From an optimization exercise on the open Yosys and OpenROAD flow, aimed at small area and a short achievable clock period; shortcuts taken in it are not production practice. Only the layout flow was run in this run; the RTL was not checked for function there. Power is estimated from default activity; no workload was simulated.

[flow/run.sh]
#!/bin/bash
# synth_recipe.tcl (not shown) runs the flow's synth.tcl, then flattens the netlist and writes it again
# the make line also repeats each setting of config.mk as NAME=value (left out here)
make -C /OpenROAD-flow-scripts/flow DESIGN_CONFIG=/design/flow/config.mk WORK_HOME=/design/flow/orfs CLKGATE_MAP_FILE= SYNTH_SCRIPT=/design/flow/synth_recipe.tcl finish
[flow/config.mk]
export PLATFORM = sky130hd
export DESIGN_NAME = lab4
export DESIGN_NICKNAME = lab4
export VERILOG_FILES = /design/flow/design.v
export SDC_FILE = /design/flow/constraint.sdc
export NUM_CORES = 4
export LEC_CHECK = 0
export CAP_MARGIN = 20
export CORE_MARGIN = 2
export CORE_UTILIZATION = 40
export CTS_BUF_LIST = sky130_fd_sc_hd__clkbuf_8
export SETUP_SLACK_MARGIN = 5
export SLEW_MARGIN = 20
export SYNTH_HIERARCHICAL = 1
export SYNTH_MINIMUM_KEEP_SIZE = 0
[flow/constraint.sdc]
create_clock -name core_clock -period 13.0 [get_ports {clk}]
set_input_delay 2.6000 -clock core_clock [delete_from_list [all_inputs] [get_ports {clk}]]
set_output_delay 2.6000 -clock core_clock [all_outputs]
set_load 0.01 [all_outputs]
[flow/design.v]
module lab4(Dout, Din, clk, reset);
output  [17:0]  Dout;
input   [7:0]   Din;
input           clk, reset;
reg [7:0] r0, r1, r2, r3, r4, r5, r6, r7, r8, r9, r10;
reg [16:0] s;
wire pas1, pac2;
ha upas1 (.a(r1[0]), .b(r7[0]), .s(pas1), .co(pac2));
wire pas3, pac4;
fa upas3 (.a(r1[1]), .b(r7[1]), .c(pac2), .s(pas3), .co(pac4));
wire pas5, pac6;
fa upas5 (.a(r1[2]), .b(r7[2]), .c(pac4), .s(pas5), .co(pac6));
wire pas7, pac8;
fa upas7 (.a(r1[3]), .b(r7[3]), .c(pac6), .s(pas7), .co(pac8));
wire pas9, pac10;
fa upas9 (.a(r1[4]), .b(r7[4]), .c(pac8), .s(pas9), .co(pac10));
wire pas11, pac12;
fa upas11 (.a(r1[5]), .b(r7[5]), .c(pac10), .s(pas11), .co(pac12));
wire pas13, pac14;
fa upas13 (.a(r1[6]), .b(r7[6]), .c(pac12), .s(pas13), .co(pac14));
wire pas15, pac16;
fa upas15 (.a(r1[7]), .b(r7[7]), .c(pac14), .s(pas15), .co(pac16));
wire pbs17, pbc18;
ha upbs17 (.a(r2[0]), .b(r6[0]), .s(pbs17), .co(pbc18));
wire pbs19, pbc20;
fa upbs19 (.a(r2[1]), .b(r6[1]), .c(pbc18), .s(pbs19), .co(pbc20));
wire pbs21, pbc22;
fa upbs21 (.a(r2[2]), .b(r6[2]), .c(pbc20), .s(pbs21), .co(pbc22));
wire pbs23, pbc24;
fa upbs23 (.a(r2[3]), .b(r6[3]), .c(pbc22), .s(pbs23), .co(pbc24));
wire pbs25, pbc26;
fa upbs25 (.a(r2[4]), .b(r6[4]), .c(pbc24), .s(pbs25), .co(pbc26));
wire pbs27, pbc28;
fa upbs27 (.a(r2[5]), .b(r6[5]), .c(pbc26), .s(pbs27), .co(pbc28));
wire pbs29, pbc30;
fa upbs29 (.a(r2[6]), .b(r6[6]), .c(pbc28), .s(pbs29), .co(pbc30));
wire pbs31, pbc32;
fa upbs31 (.a(r2[7]), .b(r6[7]), .c(pbc30), .s(pbs31), .co(pbc32));
wire pcs33, pcc34;
ha upcs33 (.a(r3[0]), .b(r5[0]), .s(pcs33), .co(pcc34));
wire pcs35, pcc36;
fa upcs35 (.a(r3[1]), .b(r5[1]), .c(pcc34), .s(pcs35), .co(pcc36));
wire pcs37, pcc38;
fa upcs37 (.a(r3[2]), .b(r5[2]), .c(pcc36), .s(pcs37), .co(pcc38));
wire pcs39, pcc40;
fa upcs39 (.a(r3[3]), .b(r5[3]), .c(pcc38), .s(pcs39), .co(pcc40));
wire pcs41, pcc42;
fa upcs41 (.a(r3[4]), .b(r5[4]), .c(pcc40), .s(pcs41), .co(pcc42));
wire pcs43, pcc44;
fa upcs43 (.a(r3[5]), .b(r5[5]), .c(pcc42), .s(pcs43), .co(pcc44));
wire pcs45, pcc46;
fa upcs45 (.a(r3[6]), .b(r5[6]), .c(pcc44), .s(pcs45), .co(pcc46));
wire pcs47, pcc48;
fa upcs47 (.a(r3[7]), .b(r5[7]), .c(pcc46), .s(pcs47), .co(pcc48));
wire n49 = ~pas1;
wire n50 = ~pas3;
wire n51 = ~pas5;
wire n52 = ~pas7;
wire n53 = ~pas9;
wire n54 = ~pas11;
wire n55 = ~pas13;
wire n56 = ~pas15;
wire n57 = ~pac16;
wire pgs58, pgc59;
ha upgs58 (.a(pbs17), .b(n49), .s(pgs58), .co(pgc59));
wire pgs60, pgc61;
fa upgs60 (.a(pgc59), .b(pbs19), .c(n50), .s(pgs60), .co(pgc61));
wire pgs62, pgc63;
fa upgs62 (.a(pbs21), .b(pgc61), .c(n51), .s(pgs62), .co(pgc63));
wire pgs64, pgc65;
fa upgs64 (.a(pbs23), .b(n52), .c(pgc63), .s(pgs64), .co(pgc65));
wire pgs66, pgc67;
fa upgs66 (.a(pbs25), .b(n53), .c(pgc65), .s(pgs66), .co(pgc67));
wire pgs68, pgc69;
fa upgs68 (.a(pbs27), .b(n54), .c(pgc67), .s(pgs68), .co(pgc69));
wire pgs70, pgc71;
fa upgs70 (.a(pbs29), .b(n55), .c(pgc69), .s(pgs70), .co(pgc71));
wire pgs72, pgc73;
fa upgs72 (.a(pbs31), .b(n56), .c(pgc71), .s(pgs72), .co(pgc73));
wire pgs74, pgc75;
fa upgs74 (.a(pbc32), .b(n57), .c(pgc73), .s(pgs74), .co(pgc75));
wire n76 = ~pcs33;
wire n77 = ~pcs35;
wire n78 = ~pcs37;
wire n79 = ~pcs39;
wire n80 = ~pcs41;
wire n81 = ~pcs43;
wire n82 = ~pcs45;
wire n83 = ~pcs47;
wire n84 = ~pcc48;
wire pfs85, pfc86;
ha upfs85 (.a(r4[0]), .b(n76), .s(pfs85), .co(pfc86));
wire pfs87, pfc88;
fa upfs87 (.a(r4[1]), .b(pfc86), .c(n77), .s(pfs87), .co(pfc88));
wire pfs89, pfc90;
fa upfs89 (.a(r4[2]), .b(pfc88), .c(n78), .s(pfs89), .co(pfc90));
wire pfs91, pfc92;
fa upfs91 (.a(r4[3]), .b(n79), .c(pfc90), .s(pfs91), .co(pfc92));
wire pfs93, pfc94;
fa upfs93 (.a(r4[4]), .b(n80), .c(pfc92), .s(pfs93), .co(pfc94));
wire pfs95, pfc96;
fa upfs95 (.a(r4[5]), .b(n81), .c(pfc94), .s(pfs95), .co(pfc96));
wire pfs97, pfc98;
fa upfs97 (.a(r4[6]), .b(n82), .c(pfc96), .s(pfs97), .co(pfc98));
wire pfs99, pfc100;
fa upfs99 (.a(r4[7]), .b(n83), .c(pfc98), .s(pfs99), .co(pfc100));
wire pfs101, pfc102;
ha upfs101 (.a(n84), .b(pfc100), .s(pfs101), .co(pfc102));
wire n103 = ~r10[0];
wire n104 = ~r10[1];
wire n105 = ~r10[2];
wire n106 = ~r10[3];
wire n107 = ~r10[4];
wire n108 = ~r10[5];
wire n109 = ~r10[6];
wire n110 = ~r10[7];
wire ts111 = ~(r9[0] ^ r10[0]);
wire tc112 = r9[0] | r10[0];
wire ts113, tc114;
fa uts113 (.a(ts111), .b(pfs85), .c(Din[0]), .s(ts113), .co(tc114));
wire ts115, tc116;
fa uts115 (.a(r9[1]), .b(r10[1]), .c(tc112), .s(ts115), .co(tc116));
wire ts117, tc118;
fa uts117 (.a(pas1), .b(ts115), .c(pfs87), .s(ts117), .co(tc118));
wire ts119, tc120;
fa uts119 (.a(ts117), .b(Din[1]), .c(tc114), .s(ts119), .co(tc120));
wire ts121 = ~(r9[2] ^ r10[2]);
wire tc122 = r9[2] | r10[2];
wire ts123, tc124;
fa uts123 (.a(ts121), .b(pbs17), .c(pcs33), .s(ts123), .co(tc124));
wire ts125, tc126;
fa uts125 (.a(tc116), .b(pas3), .c(ts123), .s(ts125), .co(tc126));
wire ts127, tc128;
fa uts127 (.a(ts125), .b(pfs89), .c(tc118), .s(ts127), .co(tc128));
wire ts129, tc130;
fa uts129 (.a(Din[2]), .b(ts127), .c(tc120), .s(ts129), .co(tc130));
wire ts131 = ~(r4[0] ^ r9[3]);
wire tc132 = r4[0] | r9[3];
wire ts133, tc134;
fa uts133 (.a(r10[3]), .b(n103), .c(tc122), .s(ts133), .co(tc134));
wire ts135, tc136;
fa uts135 (.a(ts131), .b(ts133), .c(pbs19), .s(ts135), .co(tc136));
wire ts137, tc138;
fa uts137 (.a(pcs35), .b(tc124), .c(pas5), .s(ts137), .co(tc138));
wire ts139, tc140;
fa uts139 (.a(tc126), .b(ts135), .c(ts137), .s(ts139), .co(tc140));
wire ts141, tc142;
fa uts141 (.a(tc128), .b(pfs91), .c(ts139), .s(ts141), .co(tc142));
wire ts143, tc144;
fa uts143 (.a(Din[3]), .b(ts141), .c(tc130), .s(ts143), .co(tc144));
wire ts145 = ~(r4[1] ^ r9[0]);
wire tc146 = r4[1] | r9[0];
wire ts147, tc148;
fa uts147 (.a(r9[4]), .b(r10[4]), .c(n104), .s(ts147), .co(tc148));
wire ts149, tc150;
fa uts149 (.a(tc132), .b(ts145), .c(ts147), .s(ts149), .co(tc150));
wire ts151, tc152;
fa uts151 (.a(tc134), .b(pgs58), .c(ts149), .s(ts151), .co(tc152));
wire ts153, tc154;
fa uts153 (.a(tc136), .b(pbs21), .c(pcs37), .s(ts153), .co(tc154));
wire ts155, tc156;
fa uts155 (.a(pas7), .b(tc138), .c(ts151), .s(ts155), .co(tc156));
wire ts157, tc158;
fa uts157 (.a(ts153), .b(tc140), .c(ts155), .s(ts157), .co(tc158));
wire ts159, tc160;
fa uts159 (.a(Din[0]), .b(Din[4]), .c(pfs93), .s(ts159), .co(tc160));
wire ts161, tc162;
fa uts161 (.a(tc142), .b(ts157), .c(ts159), .s(ts161), .co(tc162));
wire ts163, tc164;
ha uts163 (.a(ts161), .b(tc144), .s(ts163), .co(tc164));
wire ts165, tc166;
fa uts165 (.a(r4[2]), .b(r0[0]), .c(r8[0]), .s(ts165), .co(tc166));
wire ts167, tc168;
fa uts167 (.a(r9[1]), .b(r9[5]), .c(r10[5]), .s(ts167), .co(tc168));
wire ts169, tc170;
fa uts169 (.a(n105), .b(tc146), .c(tc148), .s(ts169), .co(tc170));
wire ts171, tc172;
fa uts171 (.a(ts165), .b(ts167), .c(pgs58), .s(ts171), .co(tc172));
wire ts173, tc174;
fa uts173 (.a(tc150), .b(ts169), .c(ts171), .s(ts173), .co(tc174));
wire ts175, tc176;
fa uts175 (.a(pgs60), .b(tc152), .c(pbs23), .s(ts175), .co(tc176));
wire ts177, tc178;
fa uts177 (.a(pcs39), .b(tc154), .c(ts173), .s(ts177), .co(tc178));
wire ts179, tc180;
fa uts179 (.a(pas9), .b(tc156), .c(ts175), .s(ts179), .co(tc180));
wire ts181, tc182;
fa uts181 (.a(Din[1]), .b(Din[5]), .c(ts177), .s(ts181), .co(tc182));
wire ts183, tc184;
fa uts183 (.a(tc158), .b(ts179), .c(ts181), .s(ts183), .co(tc184));
wire ts185, tc186;
fa uts185 (.a(pfs95), .b(tc160), .c(ts183), .s(ts185), .co(tc186));
wire ts187, tc188;
fa uts187 (.a(tc162), .b(ts185), .c(tc164), .s(ts187), .co(tc188));
wire ts189, tc190;
fa uts189 (.a(r4[3]), .b(r0[1]), .c(r8[1]), .s(ts189), .co(tc190));
wire ts191, tc192;
fa uts191 (.a(r9[2]), .b(r9[6]), .c(r10[6]), .s(ts191), .co(tc192));
wire ts193, tc194;
fa uts193 (.a(n106), .b(tc166), .c(tc168), .s(ts193), .co(tc194));
wire ts195, tc196;
fa uts195 (.a(ts189), .b(ts191), .c(pfs85), .s(ts195), .co(tc196));
wire ts197, tc198;
fa uts197 (.a(tc170), .b(ts193), .c(tc172), .s(ts197), .co(tc198));
wire ts199, tc200;
fa uts199 (.a(ts195), .b(pgs60), .c(ts197), .s(ts199), .co(tc200));
wire ts201, tc202;
fa uts201 (.a(tc174), .b(pgs62), .c(pbs25), .s(ts201), .co(tc202));
wire ts203, tc204;
fa uts203 (.a(pcs41), .b(tc176), .c(tc178), .s(ts203), .co(tc204));
wire ts205, tc206;
fa uts205 (.a(ts199), .b(Din[2]), .c(Din[6]), .s(ts205), .co(tc206));
wire ts207, tc208;
fa uts207 (.a(pas11), .b(tc180), .c(ts201), .s(ts207), .co(tc208));
wire ts209, tc210;
fa uts209 (.a(tc182), .b(ts203), .c(ts205), .s(ts209), .co(tc210));
wire ts211, tc212;
fa uts211 (.a(ts207), .b(tc184), .c(ts209), .s(ts211), .co(tc212));
wire ts213, tc214;
fa uts213 (.a(pfs97), .b(tc186), .c(ts211), .s(ts213), .co(tc214));
wire ts215, tc216;
ha uts215 (.a(ts213), .b(tc188), .s(ts215), .co(tc216));
wire ts217 = ~(r4[4] ^ r0[2]);
wire tc218 = r4[4] | r0[2];
wire ts219, tc220;
fa uts219 (.a(r8[2]), .b(r9[3]), .c(r9[7]), .s(ts219), .co(tc220));
wire ts221, tc222;
fa uts221 (.a(r10[7]), .b(n107), .c(ts217), .s(ts221), .co(tc222));
wire ts223, tc224;
fa uts223 (.a(tc190), .b(tc192), .c(ts219), .s(ts223), .co(tc224));
wire ts225, tc226;
fa uts225 (.a(ts221), .b(tc194), .c(ts223), .s(ts225), .co(tc226));
wire ts227, tc228;
fa uts227 (.a(tc196), .b(pfs87), .c(tc198), .s(ts227), .co(tc228));
wire ts229, tc230;
fa uts229 (.a(ts225), .b(pgs62), .c(tc200), .s(ts229), .co(tc230));
wire ts231, tc232;
fa uts231 (.a(ts227), .b(pgs64), .c(Din[3]), .s(ts231), .co(tc232));
wire ts233, tc234;
fa uts233 (.a(Din[7]), .b(pbs27), .c(pcs43), .s(ts233), .co(tc234));
wire ts235, tc236;
fa uts235 (.a(tc202), .b(tc204), .c(ts229), .s(ts235), .co(tc236));
wire ts237, tc238;
fa uts237 (.a(tc206), .b(ts231), .c(pas13), .s(ts237), .co(tc238));
wire ts239, tc240;
fa uts239 (.a(tc208), .b(ts233), .c(ts235), .s(ts239), .co(tc240));
wire ts241, tc242;
fa uts241 (.a(tc210), .b(ts237), .c(ts239), .s(ts241), .co(tc242));
wire ts243, tc244;
fa uts243 (.a(tc212), .b(pfs99), .c(ts241), .s(ts243), .co(tc244));
wire ts245, tc246;
fa uts245 (.a(tc214), .b(ts243), .c(tc216), .s(ts245), .co(tc246));
wire ts247 = ~(r4[5] ^ r0[3]);
wire tc248 = r4[5] | r0[3];
wire ts249, tc250;
fa uts249 (.a(r8[3]), .b(r9[4]), .c(n108), .s(ts249), .co(tc250));
wire ts251, tc252;
fa uts251 (.a(tc218), .b(ts247), .c(tc220), .s(ts251), .co(tc252));
wire ts253, tc254;
fa uts253 (.a(ts249), .b(tc222), .c(tc224), .s(ts253), .co(tc254));
wire ts255, tc256;
fa uts255 (.a(ts251), .b(tc226), .c(ts253), .s(ts255), .co(tc256));
wire ts257, tc258;
fa uts257 (.a(pfs89), .b(tc228), .c(ts255), .s(ts257), .co(tc258));
wire ts259, tc260;
fa uts259 (.a(pgs64), .b(Din[4]), .c(tc230), .s(ts259), .co(tc260));
wire ts261, tc262;
fa uts261 (.a(ts257), .b(pgs66), .c(tc232), .s(ts261), .co(tc262));
wire ts263, tc264;
fa uts263 (.a(pbs29), .b(pcs45), .c(tc234), .s(ts263), .co(tc264));
wire ts265, tc266;
fa uts265 (.a(tc236), .b(ts259), .c(ts261), .s(ts265), .co(tc266));
wire ts267, tc268;
fa uts267 (.a(pas15), .b(tc238), .c(ts263), .s(ts267), .co(tc268));
wire ts269, tc270;
fa uts269 (.a(tc240), .b(ts265), .c(ts267), .s(ts269), .co(tc270));
wire ts271, tc272;
fa uts271 (.a(tc242), .b(pfs101), .c(ts269), .s(ts271), .co(tc272));
wire ts273, tc274;
fa uts273 (.a(tc244), .b(ts271), .c(tc246), .s(ts273), .co(tc274));
wire ts275, tc276;
fa uts275 (.a(r4[6]), .b(r0[4]), .c(r8[4]), .s(ts275), .co(tc276));
wire ts277, tc278;
fa uts277 (.a(r9[5]), .b(n109), .c(tc248), .s(ts277), .co(tc278));
wire ts279, tc280;
fa uts279 (.a(tc250), .b(ts275), .c(ts277), .s(ts279), .co(tc280));
wire ts281, tc282;
fa uts281 (.a(tc252), .b(ts279), .c(tc254), .s(ts281), .co(tc282));
wire ts283, tc284;
fa uts283 (.a(tc256), .b(ts281), .c(pfs91), .s(ts283), .co(tc284));
wire ts285, tc286;
fa uts285 (.a(Din[5]), .b(tc258), .c(pgs66), .s(ts285), .co(tc286));
wire ts287, tc288;
fa uts287 (.a(ts283), .b(tc260), .c(pgs68), .s(ts287), .co(tc288));
wire ts289, tc290;
fa uts289 (.a(tc262), .b(ts285), .c(pac16), .s(ts289), .co(tc290));
wire ts291, tc292;
fa uts291 (.a(pbs31), .b(pcs47), .c(tc264), .s(ts291), .co(tc292));
wire ts293, tc294;
fa uts293 (.a(ts287), .b(tc266), .c(ts289), .s(ts293), .co(tc294));
wire ts295, tc296;
fa uts295 (.a(tc268), .b(ts291), .c(pfc102), .s(ts295), .co(tc296));
wire ts297, tc298;
fa uts297 (.a(ts293), .b(tc270), .c(ts295), .s(ts297), .co(tc298));
wire ts299, tc300;
fa uts299 (.a(tc272), .b(ts297), .c(tc274), .s(ts299), .co(tc300));
wire ts301, tc302;
fa uts301 (.a(r4[7]), .b(r0[5]), .c(r8[5]), .s(ts301), .co(tc302));
wire ts303, tc304;
fa uts303 (.a(r9[6]), .b(n110), .c(tc276), .s(ts303), .co(tc304));
wire ts305, tc306;
fa uts305 (.a(ts301), .b(tc278), .c(ts303), .s(ts305), .co(tc306));
wire ts307, tc308;
fa uts307 (.a(tc280), .b(ts305), .c(tc282), .s(ts307), .co(tc308));
wire ts309, tc310;
fa uts309 (.a(Din[6]), .b(ts307), .c(pfs93), .s(ts309), .co(tc310));
wire ts311, tc312;
fa uts311 (.a(tc284), .b(pgs68), .c(tc286), .s(ts311), .co(tc312));
wire ts313, tc314;
fa uts313 (.a(ts309), .b(pbc32), .c(pcc48), .s(ts313), .co(tc314));
wire ts315, tc316;
fa uts315 (.a(pgs70), .b(tc288), .c(ts311), .s(ts315), .co(tc316));
wire ts317, tc318;
fa uts317 (.a(tc290), .b(tc292), .c(ts313), .s(ts317), .co(tc318));
wire ts319, tc320;
fa uts319 (.a(ts315), .b(tc294), .c(ts317), .s(ts319), .co(tc320));
wire ts321, tc322;
fa uts321 (.a(tc296), .b(ts319), .c(tc298), .s(ts321), .co(tc322));
wire ts323, tc324;
ha uts323 (.a(ts321), .b(tc300), .s(ts323), .co(tc324));
wire ts325, tc326;
fa uts325 (.a(r0[6]), .b(r8[6]), .c(r9[7]), .s(ts325), .co(tc326));
wire ts327, tc328;
fa uts327 (.a(tc302), .b(ts325), .c(tc304), .s(ts327), .co(tc328));
wire ts329, tc330;
fa uts329 (.a(tc306), .b(ts327), .c(Din[7]), .s(ts329), .co(tc330));
wire ts331, tc332;
fa uts331 (.a(tc308), .b(ts329), .c(pfs95), .s(ts331), .co(tc332));
wire ts333, tc334;
fa uts333 (.a(tc310), .b(pgs70), .c(tc312), .s(ts333), .co(tc334));
wire ts335, tc336;
fa uts335 (.a(ts331), .b(tc314), .c(pgs72), .s(ts335), .co(tc336));
wire ts337, tc338;
fa uts337 (.a(tc316), .b(ts333), .c(tc318), .s(ts337), .co(tc338));
wire ts339, tc340;
fa uts339 (.a(ts335), .b(tc320), .c(ts337), .s(ts339), .co(tc340));
wire ts341, tc342;
fa uts341 (.a(ts339), .b(tc322), .c(tc324), .s(ts341), .co(tc342));
wire ts343 = ~(r0[7] ^ r8[7]);
wire tc344 = r0[7] | r8[7];
wire ts345, tc346;
fa uts345 (.a(ts343), .b(tc326), .c(tc328), .s(ts345), .co(tc346));
wire ts347, tc348;
fa uts347 (.a(ts345), .b(tc330), .c(pfs97), .s(ts347), .co(tc348));
wire ts349, tc350;
fa uts349 (.a(tc332), .b(pgs72), .c(tc334), .s(ts349), .co(tc350));
wire ts351, tc352;
fa uts351 (.a(ts347), .b(pgs74), .c(tc336), .s(ts351), .co(tc352));
wire ts353, tc354;
fa uts353 (.a(ts349), .b(tc338), .c(ts351), .s(ts353), .co(tc354));
wire ts355, tc356;
fa uts355 (.a(tc340), .b(ts353), .c(tc342), .s(ts355), .co(tc356));
wire ts357 = ~(tc344 ^ tc346);
wire tc358 = tc344 | tc346;
wire ts359, tc360;
fa uts359 (.a(ts357), .b(pfs99), .c(tc348), .s(ts359), .co(tc360));
wire ts361, tc362;
fa uts361 (.a(pgc75), .b(pgs74), .c(tc350), .s(ts361), .co(tc362));
wire ts363, tc364;
fa uts363 (.a(ts359), .b(tc352), .c(ts361), .s(ts363), .co(tc364));
wire ts365, tc366;
fa uts365 (.a(tc354), .b(ts363), .c(tc356), .s(ts365), .co(tc366));
wire ts367 = ~(tc358 ^ pfs101);
wire tc368 = tc358 | pfs101;
wire ts369, tc370;
fa uts369 (.a(pgc75), .b(tc360), .c(ts367), .s(ts369), .co(tc370));
wire ts371, tc372;
fa uts371 (.a(tc362), .b(ts369), .c(tc364), .s(ts371), .co(tc372));
wire ts373, tc374;
ha uts373 (.a(ts371), .b(tc366), .s(ts373), .co(tc374));
wire ts375 = ~(pfc102 ^ tc368);
wire tc376 = pfc102 | tc368;
wire ts377, tc378;
fa uts377 (.a(ts375), .b(tc370), .c(tc372), .s(ts377), .co(tc378));
wire ts379, tc380;
ha uts379 (.a(ts377), .b(tc374), .s(ts379), .co(tc380));
wire ts381 = ~(tc376 ^ tc378);
wire tc382 = tc376 | tc378;
wire ts383, tc384;
ha uts383 (.a(ts381), .b(tc380), .s(ts383), .co(tc384));
wire [16:0] s_next = {ts383, ts379, ts373, ts365, ts355, ts341, ts323, ts299, ts273, ts245, ts215, ts187, ts163, ts143, ts129, ts119, ts113};
always @(posedge clk) begin
    if (!reset) begin
        r0 <= 8'h00;
        r1 <= 8'hff;
        r2 <= 8'h00;
        r3 <= 8'hff;
        r4 <= 8'h00;
        r5 <= 8'hff;
        r6 <= 8'h00;
        r7 <= 8'hff;
        r8 <= 8'h00;
        r9 <= 8'h00;
        r10 <= 8'hff;
        s  <= 17'd130817;
    end else begin
        r0 <= Din;
        r1 <= ~r0;
        r2 <= ~r1;
        r3 <= ~r2;
        r4 <= ~r3;
        r5 <= ~r4;
        r6 <= ~r5;
        r7 <= ~r6;
        r8 <= ~r7;
        r9 <= r8;
        r10 <= ~r9;
        s  <= s_next;
    end
end
wire n385 = ~Din[0];
wire n386 = ~Din[1];
wire n387 = ~Din[2];
wire n388 = ~Din[3];
wire n389 = ~Din[4];
wire n390 = ~Din[5];
wire n391 = ~Din[6];
wire n392 = ~Din[7];
wire os393, oc394;
ha uos393 (.a(s[3]), .b(Din[0]), .s(os393), .co(oc394));
wire os395, oc396;
fa uos395 (.a(s[4]), .b(Din[1]), .c(n389), .s(os395), .co(oc396));
wire os397, oc398;
fa uos397 (.a(s[5]), .b(Din[2]), .c(n390), .s(os397), .co(oc398));
wire os399, oc400;
fa uos399 (.a(s[6]), .b(Din[3]), .c(n391), .s(os399), .co(oc400));
wire os401, oc402;
fa uos401 (.a(s[7]), .b(Din[4]), .c(n392), .s(os401), .co(oc402));
wire os403, oc404;
ha uos403 (.a(s[8]), .b(Din[5]), .s(os403), .co(oc404));
wire os405, oc406;
ha uos405 (.a(s[9]), .b(Din[6]), .s(os405), .co(oc406));
wire os407, oc408;
ha uos407 (.a(s[10]), .b(Din[7]), .s(os407), .co(oc408));
wire [11:0] lo = {oc408, oc406, oc404, oc402, oc400, oc398, oc396, oc394, n388, s[2], s[1], s[0]} + {1'b0, os407, os405, os403, os401, os399, os397, os395, os393, n387, n386, n385};
wire [5:0] hi0 = s[16:11];
wire [5:0] hi1 = s[16:11] + 6'd1;
assign Dout = {1'b0, lo[11] ? hi1 : hi0, lo[10:0]};
endmodule
module fa(a, b, c, s, co);
input a, b, c;
output s, co;
assign s = a ^ b ^ c;
assign co = (a & b) | (c & (a ^ b));
endmodule
module ha(a, b, s, co);
input a, b;
output s, co;
assign s = a ^ b;
assign co = a & b;
endmodule
==> run notes <==
==> modules after synthesis (local to each module, per instance) <==
| module | area (um^2) | cells |
|---|---|---|
| fa | 20.02 | 1 |
| ha | 12.51 | 1 |
| lab4 | 3756 | 383 |
==> cell usage in the layout, fill, tap and decap left out, types with 7 or more instances in the layout <==
cell type / Yosys / routed
clkbuf_8: 0 / 10
dfxtp_1: 105 / 98
inv_1: 66 / 66
xnor2_1: 7 / 7
ha_1: 38 / 30
buf_4: 1 / 9
nor2b_1: 32 / 32
nand2b_1: 12 / 12
and2_1: 23 / 23
nor2_1: 10 / 10
nand2_1: 50 / 50
clkdlybuf4s50_1: 0 / 16
fa_2: 0 / 40
fa_1: 161 / 121
==> worst reg2reg max path, cell delays in order, from the launching register on <==
cell      delay, ns
dfxtp_1        0.35
ha_4           0.17
fa_1           0.39
fa_2           0.58
inv_1          0.08
fa_2           0.58
fa_1           0.46
fa_1           0.50
fa_1           0.58
fa_1           0.45
fa_1           0.52
fa_2           0.37
fa_2           0.34
fa_2           0.34
ha_2           0.18
fa_2           0.33
fa_2           0.34
fa_2           0.34
ha_1           0.19
ha_1           0.18
ha_1           0.26
nand2b_1       0.13
==> power groups by stage <==
stage	combinational [mW]	clock (mW)	sequential [mW]
floorplan	0.568	0	0.370
global placement	0.771	0	0.373
detailed placement	0.773	0	0.374
CTS	0.799	0.216	0.366
global route	0.943	0.228	0.368
finish	0.813	0.207	0.365
==> registers in the layout, summed over array words and instances (netlist names) <==
| signal | count |
|---|---|
| r0 | 8 |
| r4 | 8 |
| r1 | 8 |
| r9 | 8 |
| r10 | 8 |
| r5 | 8 |
| s | 17 |
| r3 | 8 |
| r2 | 8 |
| r6 | 8 |
| r7 | 8 |
| r8 | 8 |
==> kinds of logic after synthesis <==
| group | Yosys count | synth area share, % |
|---|---|---|
| buffers and inverters | 78 | 4.142 |
| other | 1 | 0.05238 |
| multiplexers | 2 | 0.2971 |
| AO/OA/AOI/OAI | 24 | 2.482 |
| adder cells (fa/ha/maj) | 199 | 51.66 |
| XOR/XNOR | 13 | 1.695 |
| flip-flops | 105 | 29.36 |
| AND/OR/NAND/NOR | 137 | 10.31 |
==> through the flow <==
| stage | worst slack [ns] | cell area, um^2 | hold WS, ns |
|---|---|---|---|
| final | 5.128 | 8154 | 0.3892 |
| after global routing | 4.984 | 8154 | 0.4103 |
| after CTS | 5.000 | 8003 | 0.3934 |
| after detailed placement | 4.194 | 7662 | 0.3703 |
| after global placement | 4.241 | 7662 | 0.3674 |
| after floorplan | 5.013 | 7167 | 0.3579 |
==> final cells by class <==
class	count	area [um^2]	area share (%)
multi-input combinational	376	4999	61.30
sequential	105	2116	25.95
timing repair buffer	35	307.8	3.775
tap	225	281.5	3.453
inverter	66	247.7	3.038
clock buffer	10	137.6	1.688
clock inverter	6	65.06	0.7979
==> final timing paths <==
path         startpoint       end  slack, ns  cells past startpoint
max              Din[1]  Dout[16]       5.13                     10
min               r0[7]     r1[7]       0.39                      1
max reg2reg       r1[0]     s[16]       5.22                     21
min reg2reg       r0[7]     r1[7]       0.39                      1
==> synth_stat cells, types with 2 or more instances <==
master    count  share of area [%]
and2_1       23                2.0
o21ai_0       2               0.14
o21a_1        2               0.21
a21o_1        2               0.21
ha_1         38                6.6
nand3_1       2               0.14
inv_1        66                3.5
clkbuf_1     11               0.58
a21oi_1       5               0.35
fa_1        161                 45
nand2b_1     12                1.0
o21ai_1       4               0.28
xnor2_1       7               0.86
xor2_1        5               0.61
nor2_1       10               0.52
dfxtp_1     105                 29
nand2_1      50                2.6
a21oi_2       2               0.24
nor2b_1      32                2.8
==> per-layer routing <==
metal  vias to the layer above  wire length, um  track usage (%)
li1                       1755                -                -
met3                        11              368            3.054
met4                         0              132            3.458
met5                         -                0                0
met1                      1997             6041            21.75
met2                        49             6408            24.93
==> repair_timing <==
action,4_1_cts,5_1_grt
gates resized for setup,66,37
setup endpoints to repair,13,9
gates cloned,0,0
setup buffers,5,3
hold endpoints to repair,0,0
pin swaps,4,23
==> impl_metrics.json <==
{
  "status": "complete, no violations",
  "grt_pass1_wl_um": 21710,
  "viasPerCell": 4.632,
  "finalSetupViolations": 0,
  "p_leak_nw": 3.461,
  "n_fill_cell": 1541,
  "numCtsBuffers": 9,
  "syn_avg_cell_area_um2": 12.81,
  "first_iter_violations": 184,
  "synth_cells": 559,
  "grt_max_degree": 106,
  "finalPower_mw": 1.385,
  "die_w_um": 137.8,
  "area_delta_synth_final_pct": 13.89,
  "maxSlewHeadroom_pct": 39.26,
  "fin_util_pct": 46.82,
  "cp_slowest_cell": "or4b_4",
  "core_area_um2": 17420,
  "vdd_drop_max_uv": 128.0,
  "diodes": 0,
  "fp-row-count": 48,
  "vias": 3812,
  "gr-total-overflow": 0,
  "grt_use_total_pct": 15.45,
  "ios": 28,
  "rsz0062_at_grt": "yes",
  "power-per-cell-area_nw_per_um2": 169.9,
  "synth_area_um2": 7159,
  "end_kind": "primary output",
  "worstMarginPinSlew_ns": 0.9111,
  "cts_hold_buf": 0,
  "synth_nets": 768,
  "swShare_pct": 35.77,
  "instances_no_fill": 823,
  "min_period_over_period_pct": 60.55,
  "crit_fanout": 5,
  "cts_tree": "yes",
  "nets": 802,
  "yosysWarnings": 7,
  "hold_violations": 0,
  "initial_core_util_pct": 41.11,
  "cp_cell_sequence": "clkdlybuf4s15_2, fa_1, ha_4, a21oi_1, o21ai_2, o21ai_4, a21oi_4, or4b_4, xnor2_2, dlygate4sd2_1",
  "drive_gt1_share_pct": 17.56,
  "crit_buf_inv": 2,
  "cp.required_ns": 10.40,
  "antenna_found_initial": 0,
  "clock_path_buffers": 2,
  "drc": 0,
  "dp_hpwl_um": 11070,
  "crit_family": "adder cells",
  "die_y_um": 137.8,
  "p_sw_mw": 0.4955,
  "synth_ff_type": "dfxtp_1",
  "fin_setup_tns_ns": 0,
  "fin_crit_ns": 7.872,
  "io_buffers": 26,
  "maxCapViolCount": 0,
  "gp_congestion": 0.8685,
  "ys_types": 39,
  "synth.yosys.seq_area_share_pct": 29.36,
  "pwr-share-comb_pct": 58.7,
  "wl_um": 12950,
  "cts_root_buf": "clkbuf_8",
  "grt_pass1_vias": 4256,
  "dp.cells": 799,
  "clock-sinks": 105,
  "clk_latency_ns": 0.38,
  "wl_per_cell_um": 15.74,
  "critPathLaunchType": "primary input",
  "htreeDepth": 3,
  "ys_seq_elements": 105,
  "cpPeakStageDelay_ns": 0.57,
  "p_clk_share_pct": 14.9,
  "fin_skew_ns": 0.009784,
  "firstDrtPassIters": 4,
  "fmax_mhz": 127.0,
  "final_antenna_net_count": 0,
  "synth_edf_count": 0,
  "hold_class": "reg -> reg",
  "die_area_um2": 18980,
  "drv_slew": 0,
  "ys_async_sr_fraction_pct": 0,
  "clkTransAtPathRegs_ns": 0.09,
  "arrival_ns": 5.27,
  "critPathKind": "in -> out",
  "internal_power_mw": 0.8896,
  "seq_power_share_pct": 26.4
}

## what the ideal ports hide
No port has a modelled driver above. Below, the same layout with a new extraction and two added sets of constraints. Step 1 (the two cells are an assumption about what drives the block):
set clk [get_ports {clk}]
set_driving_cell -lib_cell sky130_fd_sc_hd__clkbuf_16 $clk
set_driving_cell -lib_cell sky130_fd_sc_hd__buf_2 [delete_from_list [all_inputs] $clk]
Step 2 times the ports against the registers' clock, not the clock port: input delays grow and output delays shrink by t, the midpoint of the rising clock arrivals with the driver on. Slacks: no drivers / after step 1 / after step 2; pairs: no drivers / after step 1.
t, ns: 0.407
slack for setup (ns): 5.128 / 5.097 / 4.852
worst setup path at the end: input to register
After both steps this run still meets setup and hold. The setup slack of this run moves by -0.031 ns with the drivers and by -0.276 ns with both steps.
